Source: an optimization exercise on an open RTL-to-GDS flow (aim: small area, a short achievable clock period and few clock cycles). Production flows keep margins and buffers that such runs may drop.
In this exercise RTL edits were held to simulation tests only and were not proved equivalent to the original.
Power is estimated from default activity; no workload was simulated.

==> flow/design.v (outline; a module is shown in full before it is edited, if it fits) <==
// module M1: 755 lines
module M1 (
		input logic clk,
		input logic reset,
		input logic M1_start,
		input logic [15:0] SRAM_read_data,
		output logic [17:0] M1_SRAM_Address,
		output logic [15:0] M1_SRAM_write_data,
		output logic M1_Status,
		output logic M1_SRAM_we_n
);
  // ...
==> flow/run.sh <==
#!/bin/bash
# synth_recipe.tcl (not shown) runs the flow's synth.tcl, then flattens the netlist and writes it again
# the make line also repeats each setting of config.mk as NAME=value (left out here)
make -C /OpenROAD-flow-scripts/flow DESIGN_CONFIG=/design/flow/config.mk WORK_HOME=/design/flow/orfs CLKGATE_MAP_FILE= SYNTH_SCRIPT=/design/flow/synth_recipe.tcl finish
==> flow/config.mk <==
export PLATFORM = sky130hd
export DESIGN_NAME = M1
export DESIGN_NICKNAME = M1
export VERILOG_FILES = /design/flow/design.v
export SDC_FILE = /design/flow/constraint.sdc
export NUM_CORES = 4
export LEC_CHECK = 0
export CAP_MARGIN = 20
export CORE_MARGIN = 2
export CORE_UTILIZATION = 75
export CTS_CLUSTER_DIAMETER = 100
export CTS_CLUSTER_SIZE = 24
export SLEW_MARGIN = 20
==> flow/constraint.sdc <==
create_clock -name core_clock -period 13.0 [get_ports {clk}]
set_input_delay 2.6000 -clock core_clock [delete_from_list [all_inputs] [get_ports {clk}]]
set_output_delay 2.6000 -clock core_clock [all_outputs]
set_load 0.01 [all_outputs]
==> summary.txt, run 1 <==
Synth
  • Area contributors post-synth: edfxtp_1 (27%), fa_1 (17%), dfxtp_1 (12%)
  • Syn Std Cell Area: 24,620 um2
  • Flops & latches, synth: slightly below 400
  • Area share of the largest cell type after synthesis: about 27%
  • Synth Area in Simple Gates: ~7.3%

Timing
  • Skew final: around 18 ps
  • Fin crit period: between 4000 and 5000 ps
  • RSZ-0062 raised after global routing: false
  • Setup TNS: 0 ps
  • Worst hold margin: approximately 400 ps

Die
  • Num rows: 66
  • Die Y: roughly 190 um

Outcome
  • Outcome: finished clean

Drt
  • Post-route ant nets: 0
  • Via density: between 5 and 6

Placement
  • RD Place Congestion: 0.9437
  • Hpwl dp: about 41,000 um

Finish
  • Net count, final: around 2.7k
  • Layout Utilization: approximately four fifths
  • Largest regs: res (67), yt (23)

Setup path
  • Worst R2R End: res[25]
  • CP Data Required Time: 10,400 ps

Power
  • Comb pwr: 0.00000817 W
  • Pint: 0.001621 W
  • Maximum vdd drop: about 100 uV
  • Leakage: around 12 nW
  • Seq pwr share: about two thirds

Global route
  • Gr usage total: about a third

Clock tree
  • Cts-stage hold buffer count: 0
  • Clk buf depth: 3
Testbench counts, summed over its fixed seeds: cycles 1,165,026.
==> run 2: changes to the inputs <==
--- a/flow/config.mk
+++ b/flow/config.mk
@@ -8,5 +8,5 @@
 export CAP_MARGIN = 20
 export CORE_MARGIN = 2
-export CORE_UTILIZATION = 75
+export CORE_UTILIZATION = 70
 export CTS_CLUSTER_DIAMETER = 100
 export CTS_CLUSTER_SIZE = 24
==> run 2 against run 1 <==
Compared with the run above: maximum frequency is essentially flat; largest power group unchanged; setup slack lost 1.5 ps; design area is essentially flat; sequential power is essentially flat; synthesized area is the same; still clean; flip-flop and latch count is the same; clock skew shrank 5.4 ps; highest routed layer unchanged; routed wire length shrank 1.8%; clock-buffer cell count shrank 1.
==> summary.txt, run 2 <==
Synth
  • Area contributors post-synth: edfxtp_1 (27%), fa_1 (17%), dfxtp_1 (12%)
  • Most frequent cells after synthesis: inv_1 (427), ha_1 (224), edfxtp_1 (223), fa_1 (210), dfxtp_1 (151)
  • Async SR Flop Fraction: under 10%
  • Flops & latches, synth: 396 (unchanged)
  • Syn Std Cell Area: 24,620 um2 (unchanged)
  • Synth Area per Inst: approximately 11 um2
  • Syn Nets: 2,602
  • Area share of the largest cell type after synthesis: 27.20% (unchanged)
  • Yosys warns: 1
  • Top-count cell post-synth: inv_1
  • Post-synth top area cell: edfxtp_1
  • Sequential share of the synthesized area: a little over two fifths
  • Cells after synthesis: 2,149
  • Post-synth EDFFs: approximately 220
  • Top_reg_cell synth: edfxtp_1
  • Netlist cell types: 70

Die
  • I/O pin total: 55
  • Num rows: 68 (+3.0%)
  • Initial core utilization: between 70 and 80%
  • CORE AREA: ~35,000 um2
  • Die area: between 30,000 and 40,000 um2
  • Die Y: 191.5 um (+3.4%)
  • Die width: about 190 um

Placement
  • Hpwl dp: 40,550 um (-2.2%)
  • Input/output buffers: between 50 and 60
  • Placed cells: between 2k and 3k
  • RD Place Congestion: 0.9265 (-1.8%)

Clock tree
  • H-tree depth: 1
  • CTS Buf Count: 20
  • Post-CTS setup buffer count: 0
  • CTS sink cnt: approximately 400
  • Cts-stage hold buffer count: 0 (unchanged)
  • Worst-skew pair later-pin latency: between 500 and 600 ps
  • CTS tree: built
  • Root buf cell: clkbuf_16
  • Clock Pin Slew Worst Setup and Hold Paths: ~90 ps
  • Post-CTS Resized: 0
  • Clk buf depth: 3 (unchanged)

Setup path
  • Largest stage delay, worst path: around 530 ps
  • Instance count on the critical path: 1
  • CP delay by family, top: buffers and inverters
  • Worst Reg-to-Reg Cells: 10
  • CP bufs+invs: 1
  • CP Data Required Time: 10,400 ps (about the same)
  • Crit path max fanout: 2
  • Critical Path Sink: M1_Status
  • WP data arrival: between 1000 and 1500 ps
  • Critical-path top delay cell: clkdlybuf4s50_1
  • Worst R2R End: res[25]
  • Critical path type: reg2out
  • Crit path from: M1_Status
  • Sequence of cells on the critical path: clkdlybuf4s50_1
  • R2R Setup Slk: ~9100 ps
  • Worst r2r src: pu[5]
  • Worst setup SP type: flop
  • Crit. End Element: output port

Finish
  • Layout Utilization: 75.84% (-5.0 points)
  • Area Growth Syn to Fin: 6.678%
  • Max reg flops: 67
  • Multi-input gate area: between 10,000 and 15,000 um2
  • Diodes inserted: 0
  • Net count, final: 2,652 (+0.038%)
  • Largest regs: res (67), yt (23)
  • Most flops, register: res
  • Fill cells: ~2.3k
  • Commonest non-fill, non-tap cell in the layout: inv_1
  • Most frequent cells in the layout: inv_1 (427), ha_1 (224), edfxtp_1 (223)
  • FF/Latch Area: approximately 10,000 um2
  • Post-Layout Cell Count: 2,668
  • Share of cells above drive strength 1: 5.920%

Timing
  • Skew final: 12.70 ps (-5.410 ps)
  • Post-route clock period utilization: 30.94%
  • Worst Max-Slew Pin Slew: ~1100 ps
  • Final Hold Viols: 0
  • Setup TNS: 0 ps (unchanged)
  • Final setup fails: 0
  • Slew headroom: a little over a quarter
  • Highest clock rate: between 0.2 and 0.25 GHz
  • Worst hold margin: 384.9 ps (-15.58 ps)
  • Max-slew violation count: 0
  • RSZ-0062 raised after global routing: false
  • Fin crit period: 4022 ps (+1.550 ps)

Min path
  • Hold Path Class: reg2reg

Outcome
  • Outcome: finished clean

Power
  • Combinational share of power: 0.4%
  • Power per cell area: between 70 and 80 nW/um2
  • Leakage: 11.75 nW (about the same)
  • Psw: slightly below 0.0004 W
  • Sw frac: between 10% and 20%
  • Maximum vdd drop: 114.6 uV (+11%)
  • Clock power share: between 30% and 40%
  • Pint: 0.001630 W (+0.58%)
  • Total Power: between 0.002 and 0.0025 W
  • Seq pwr share: 64.7% (-0.3 points)

Drt
  • Total number of vias: about 15k
  • DR iter-0 viols: about 840
  • Number of remaining DRC errors: 0
  • Pre-antenna DRT Iters: 6
  • Wirelength per Cell: 19.39 um
  • Post-route ant nets: 0 (unchanged)
  • Via density: 5.729 (-2.1%)
  • Drt total wl: a little over 50,000 um

Run
  • Maxcap violations: 0

Global route
  • Initial antenna violation count: 0
  • Vias in the first global route: 15.98k
  • Gr usage total: 29.24% (-2.7 points)
  • Largest net degree at the start of global routing: about 70
  • GR Overflow Total: 0
  • First-pass GRT wire length: about 83,000 um
-- run 2: cell count changes in the layout (fill, tap and decap cells not counted) --
cell and delta:
buf_2 +1, buf_4 +2, buf_6 -1, bufinv_16 +1
clkbuf_2 +1, clkbuf_8 -2, clkdlybuf4s50_1 -1, nor2_1 +1
nor2_2 -1
-- run 2: how the worst min path moves through the flow --
stage               start     to  slack, ps  depth (start not counted)
floorplan           pc[8]  ft[9]        360                          0
global placement    pc[8]  ft[9]        380                          0
detailed placement  pc[8]  ft[9]        380                          0
CTS                 pc[8]  ft[9]        390                          0
global route        pc[8]  ft[9]        400                          0
finish              pc[8]  ft[9]        380                          0
-- run 2: stage by stage --
step	cell area (um2)	setup WS [ps]
after detailed placement	25650	9142
after global routing	26260	8812
after CTS	26260	8954
final	26260	8978
after global placement	25650	9180
after floorplan	24620	9606
-- run 2: kinds of logic after synthesis --
kind of cell | after synthesis | synth area share (%)
AOI/OAI and AO/OA | 295 | 7.954
and+or+nand+nor | 375 | 7.294
buffers and inverters | 462 | 7.121
xor gates and xnor gates | 105 | 3.736
adders and majority gates | 434 | 28.46
DFF | 396 | 41.72
muxes | 82 | 3.710
-- run 2: area by class of cell --
class	instances	share of cell area (%)
inverter	427	6.103
sequential	396	39.12
clock buffer	33	2.096
timing repair buffer	63	2.296
multi-input combinational	1291	48.01
clock inverter	3	0.2096
tap	455	2.168
-- run 2: layer usage --
layer	wire length (um)	up-vias	global-route usage (%)
met5	0	-	0
met4	1884	0	10.18
met3	1971	100	3.176
met2	26190	357	52.08
met1	21680	7628	37.20
li1	-	7199	-
-- run 2: power by group through the flow --
| stage | sequential, W | combinational, W | clock, W |
|---|---|---|---|
| floorplan | 0.00134 | 0.0000000890 | 0 |
| global placement | 0.00134 | 0.00000790 | 0 |
| detailed placement | 0.00134 | 0.00000815 | 0 |
| CTS | 0.00131 | 0.00000828 | 0.000716 |
| global route | 0.00131 | 0.00000880 | 0.000755 |
| finish | 0.00131 | 0.00000794 | 0.000707 |
==> run 3: changes to the inputs <==
--- a/flow/config.mk
+++ b/flow/config.mk
@@ -8,5 +8,5 @@
 export CAP_MARGIN = 20
 export CORE_MARGIN = 2
-export CORE_UTILIZATION = 70
+export CORE_UTILIZATION = 78
 export CTS_CLUSTER_DIAMETER = 100
 export CTS_CLUSTER_SIZE = 24
==> run 3 against run 2 <==
Compared with the run above: critical path depth unchanged; maximum frequency decreased by 0.22%; sequential share of layout area rose by 0.11 points; clock skew up 15 ps; hold slack better by 11 ps; core utilization increased by 7.8 points; still clean; register-to-register slack improved by 20 ps.
==> summary.txt, run 3 <==
Outcome
  • Outcome: finished clean

Finish
  • Largest regs: res (67), yt (23)
  • Post-Layout Cell Count: 2,615 (-2.0%)
  • Fill cells: 1,700 (-27%)
  • Most frequent cells in the layout: inv_1 (427), ha_1 (224), edfxtp_1 (223)
  • Area Growth Syn to Fin: 6.384%
  • Share of cells above drive strength 1: 5.829% (-0.090 points)
  • Max reg flops: 67 (unchanged)
  • Net count, final: 2,652 (unchanged)
  • Most flops, register: res
  • Diodes inserted: 0 (unchanged)
  • Commonest non-fill, non-tap cell in the layout: inv_1
  • Layout Utilization: 83.64% (+7.8 points)

Setup path
  • R2R Setup Slk: 9120 ps (+20 ps)
  • Crit. End Element: output port
  • Critical-path top delay cell: clkdlybuf4s50_1
  • Crit path max fanout: 1 (-1)
  • Largest stage delay, worst path: 530 ps (about the same)
  • Worst setup SP type: flop
  • Critical path type: reg2out
  • CP bufs+invs: 1 (unchanged)
  • CP delay by family, top: buffers and inverters
  • WP data arrival: 1430 ps (about the same)
  • CP Data Required Time: 10,400 ps (about the same)
  • Sequence of cells on the critical path: clkdlybuf4s50_1

Global route
  • Vias in the first global route: 16.42k (+2.8%)
  • Gr usage total: 33.56% (+4.3 points)
  • GR Overflow Total: 0 (unchanged)
  • Initial antenna violation count: 0 (unchanged)
  • Largest net degree at the start of global routing: 68 (unchanged)
  • First-pass GRT wire length: 85,350 um (+3.3%)

Synth
  • Async SR Flop Fraction: 5.556% (unchanged)
  • Top-count cell post-synth: inv_1
  • Syn Std Cell Area: 24,620 um2 (unchanged)
  • Post-synth EDFFs: 223 (unchanged)
  • Cells after synthesis: 2,149 (unchanged)
  • Flops & latches, synth: 396 (unchanged)
  • Area contributors post-synth: edfxtp_1 (27%), fa_1 (17%), dfxtp_1 (12%)
  • Area share of the largest cell type after synthesis: 27.20% (unchanged)
  • Syn Nets: 2,602 (unchanged)
  • Netlist cell types: 70 (unchanged)
  • Synth Area per Inst: 11.46 um2 (unchanged)
  • Top_reg_cell synth: edfxtp_1
  • Post-synth top area cell: edfxtp_1
  • Most frequent cells after synthesis: inv_1 (427), ha_1 (224), edfxtp_1 (223), fa_1 (210), dfxtp_1 (151)
  • Yosys warns: 1 (unchanged)
  • Sequential share of the synthesized area: 41.72% (unchanged)

Timing
  • Slew headroom: 32.04% (+5.7 points)
  • Final Hold Viols: 0 (unchanged)
  • RSZ-0062 raised after global routing: false
  • Worst hold margin: 396.0 ps (+11.10 ps)
  • Max-slew violation count: 0 (unchanged)
  • Highest clock rate: 0.2481 GHz (-0.22%)
  • Final setup fails: 0 (unchanged)
  • Skew final: 27.81 ps (+15.11 ps)
  • Setup TNS: 0 ps (unchanged)
  • Worst Max-Slew Pin Slew: 1018 ps (-82.80 ps)
  • Fin crit period: 4030 ps (+8.750 ps)
  • Post-route clock period utilization: 31.00% (+0.067 points)

Clock tree
  • Cts-stage hold buffer count: 0 (unchanged)
  • Post-CTS Resized: 0 (unchanged)
  • CTS sink cnt: 396 (unchanged)
  • Clock Pin Slew Worst Setup and Hold Paths: 100 ps (about the same)
  • CTS tree: built
  • Root buf cell: clkbuf_16
  • Worst-skew pair later-pin latency: 550 ps (about the same)
  • H-tree depth: 1 (unchanged)
  • Clk buf depth: 3 (unchanged)
  • CTS Buf Count: 20 (unchanged)
  • Post-CTS setup buffer count: 0 (unchanged)

Drt
  • DR iter-0 viols: 1,361 (+63%)
  • Drt total wl: 53,500 um (+3.4%)
  • Via density: 5.946 (+3.8%)
  • Wirelength per Cell: 20.46 um (+5.5%)
  • Number of remaining DRC errors: 0 (unchanged)
  • Pre-antenna DRT Iters: 5 (-1)
  • Total number of vias: 15.55k (+1.7%)
  • Post-route ant nets: 0 (unchanged)

Die
  • CORE AREA: 31,310 um2 (-9.6%)
  • Die width: 181.7 um (-5.2%)
  • I/O pin total: 55 (unchanged)
  • Die area: 33,000 um2 (-10%)
  • Initial core utilization: 78.62% (+7.5 points)
  • Num rows: 65 (-4.4%)
  • Die Y: 181.7 um (-5.2%)

Placement
  • RD Place Congestion: 0.9366 (+1.1%)
  • Hpwl dp: 41,370 um (+2.0%)
  • Input/output buffers: 54 (unchanged)
  • Placed cells: 2,578 (-2.0%)

Run
  • Maxcap violations: 0 (unchanged)

Power
  • Power per cell area: 76.74 nW/um2 (-0.42%)
  • Total Power: 0.002010 W (-0.70%)
  • Maximum vdd drop: 129.2 uV (+13%)
  • Leakage: 11.74 nW (about the same)

Min path
  • Hold Path Class: reg2reg
## run 3: cell counts after synthesis
Identical to the previous run, type by type.
## run 3: power breakdown
group	switching, W	internal (W)	total (W)
Sequential	0.0000000809	0.00131	0.00131
Combinational	0.00000358	0.00000485	0.00000844
Clock	0.000394	0.000298	0.000692
## run 3: path summary, 6_finish.rpt
| path | to | startpoint | cells past startpoint |
|---|---|---|---|
| max in group asynchronous | pq[4] | reset | 1 |
| max reg2reg | res[48] | pv[6] | 12 |
| max | M1_SRAM_write_data[11] | M1_SRAM_write_data[11] | 1 |
| min reg2reg | ft[9] | pc[8] | 0 |
| min in group asynchronous | start_r | reset | 1 |
| min | ft[9] | pc[8] | 0 |
## run 3: area by class of cell
cell class,count,area [um2],share of cell area [%]
multi-input combinational,1291,12610,48.15
inverter,427,1603,6.120
clock buffer,34,553.0,2.112
timing repair buffer,63,614.3,2.346
tap,402,503.0,1.921
clock inverter,2,32.53,0.1242
sequential,396,10270,39.22
## run 3: per-stage QoR
step / cell area (um2) / worst slack, ps
3_5_place_dp: 25590 / 9159
2_1_floorplan: 24620 / 9606
4_1_cts: 26170 / 8934
3_3_place_gp: 25590 / 9197
6_report: 26190 / 8970
5_1_grt: 26190 / 8904
## run 3: cell families after synthesis
family                     after synthesis  share of synthesized area [%]
buffers and inverters                  462                          7.121
adders and majority gates              434                          28.46
DFF                                    396                          41.72
and+or+nand+nor                        375                          7.294
AOI/OAI and AO/OA                      295                          7.954
xor gates and xnor gates               105                          3.736
muxes                                   82                          3.710
## run 3: layer usage
metal	part of all wire, %	vias up	GRT usage [%]
li1	-	7199	-
met1	39	7720	41.27
met2	52	496	60.72
met3	5.3	134	4.112
met4	4.2	0	13.33
met5	0	-	0

## static timing again, ports no longer ideal
The results above use ideal ports. As a check the final layouts listed here were re-extracted and re-timed, cells and wires unchanged. Step 1 (the two cells are an assumption about what drives the block):
set clk [get_ports {clk}]
set_driving_cell -lib_cell sky130_fd_sc_hd__clkbuf_16 $clk
set_driving_cell -lib_cell sky130_fd_sc_hd__buf_2 [delete_from_list [all_inputs] $clk]
Step 2, shift: input delay + t, output delay - t, t = (earliest + latest rising clock arrival at the registers) / 2. This alone moves slack from input paths to output paths. Three values: no drivers, after step 1, after step 2; two values: the first two.
run | t, ns | slack for setup (ns) | worst register clock-pin slew, ns | worst slew at a driven data input, ns | pins driven straight from the clock port
run 1 | 0.593 | 8.980 / 8.925 / 9.162 | 0.10 / 0.10 | 0.05 | 1
run 2 | 0.598 | 8.978 / 8.922 / 9.104 | 0.10 / 0.10 | 0.05 | 1
run 3 | 0.595 | 8.970 / 8.914 / 9.122 | 0.10 / 0.10 | 0.05 | 1
After both steps every run listed still meets setup and hold.
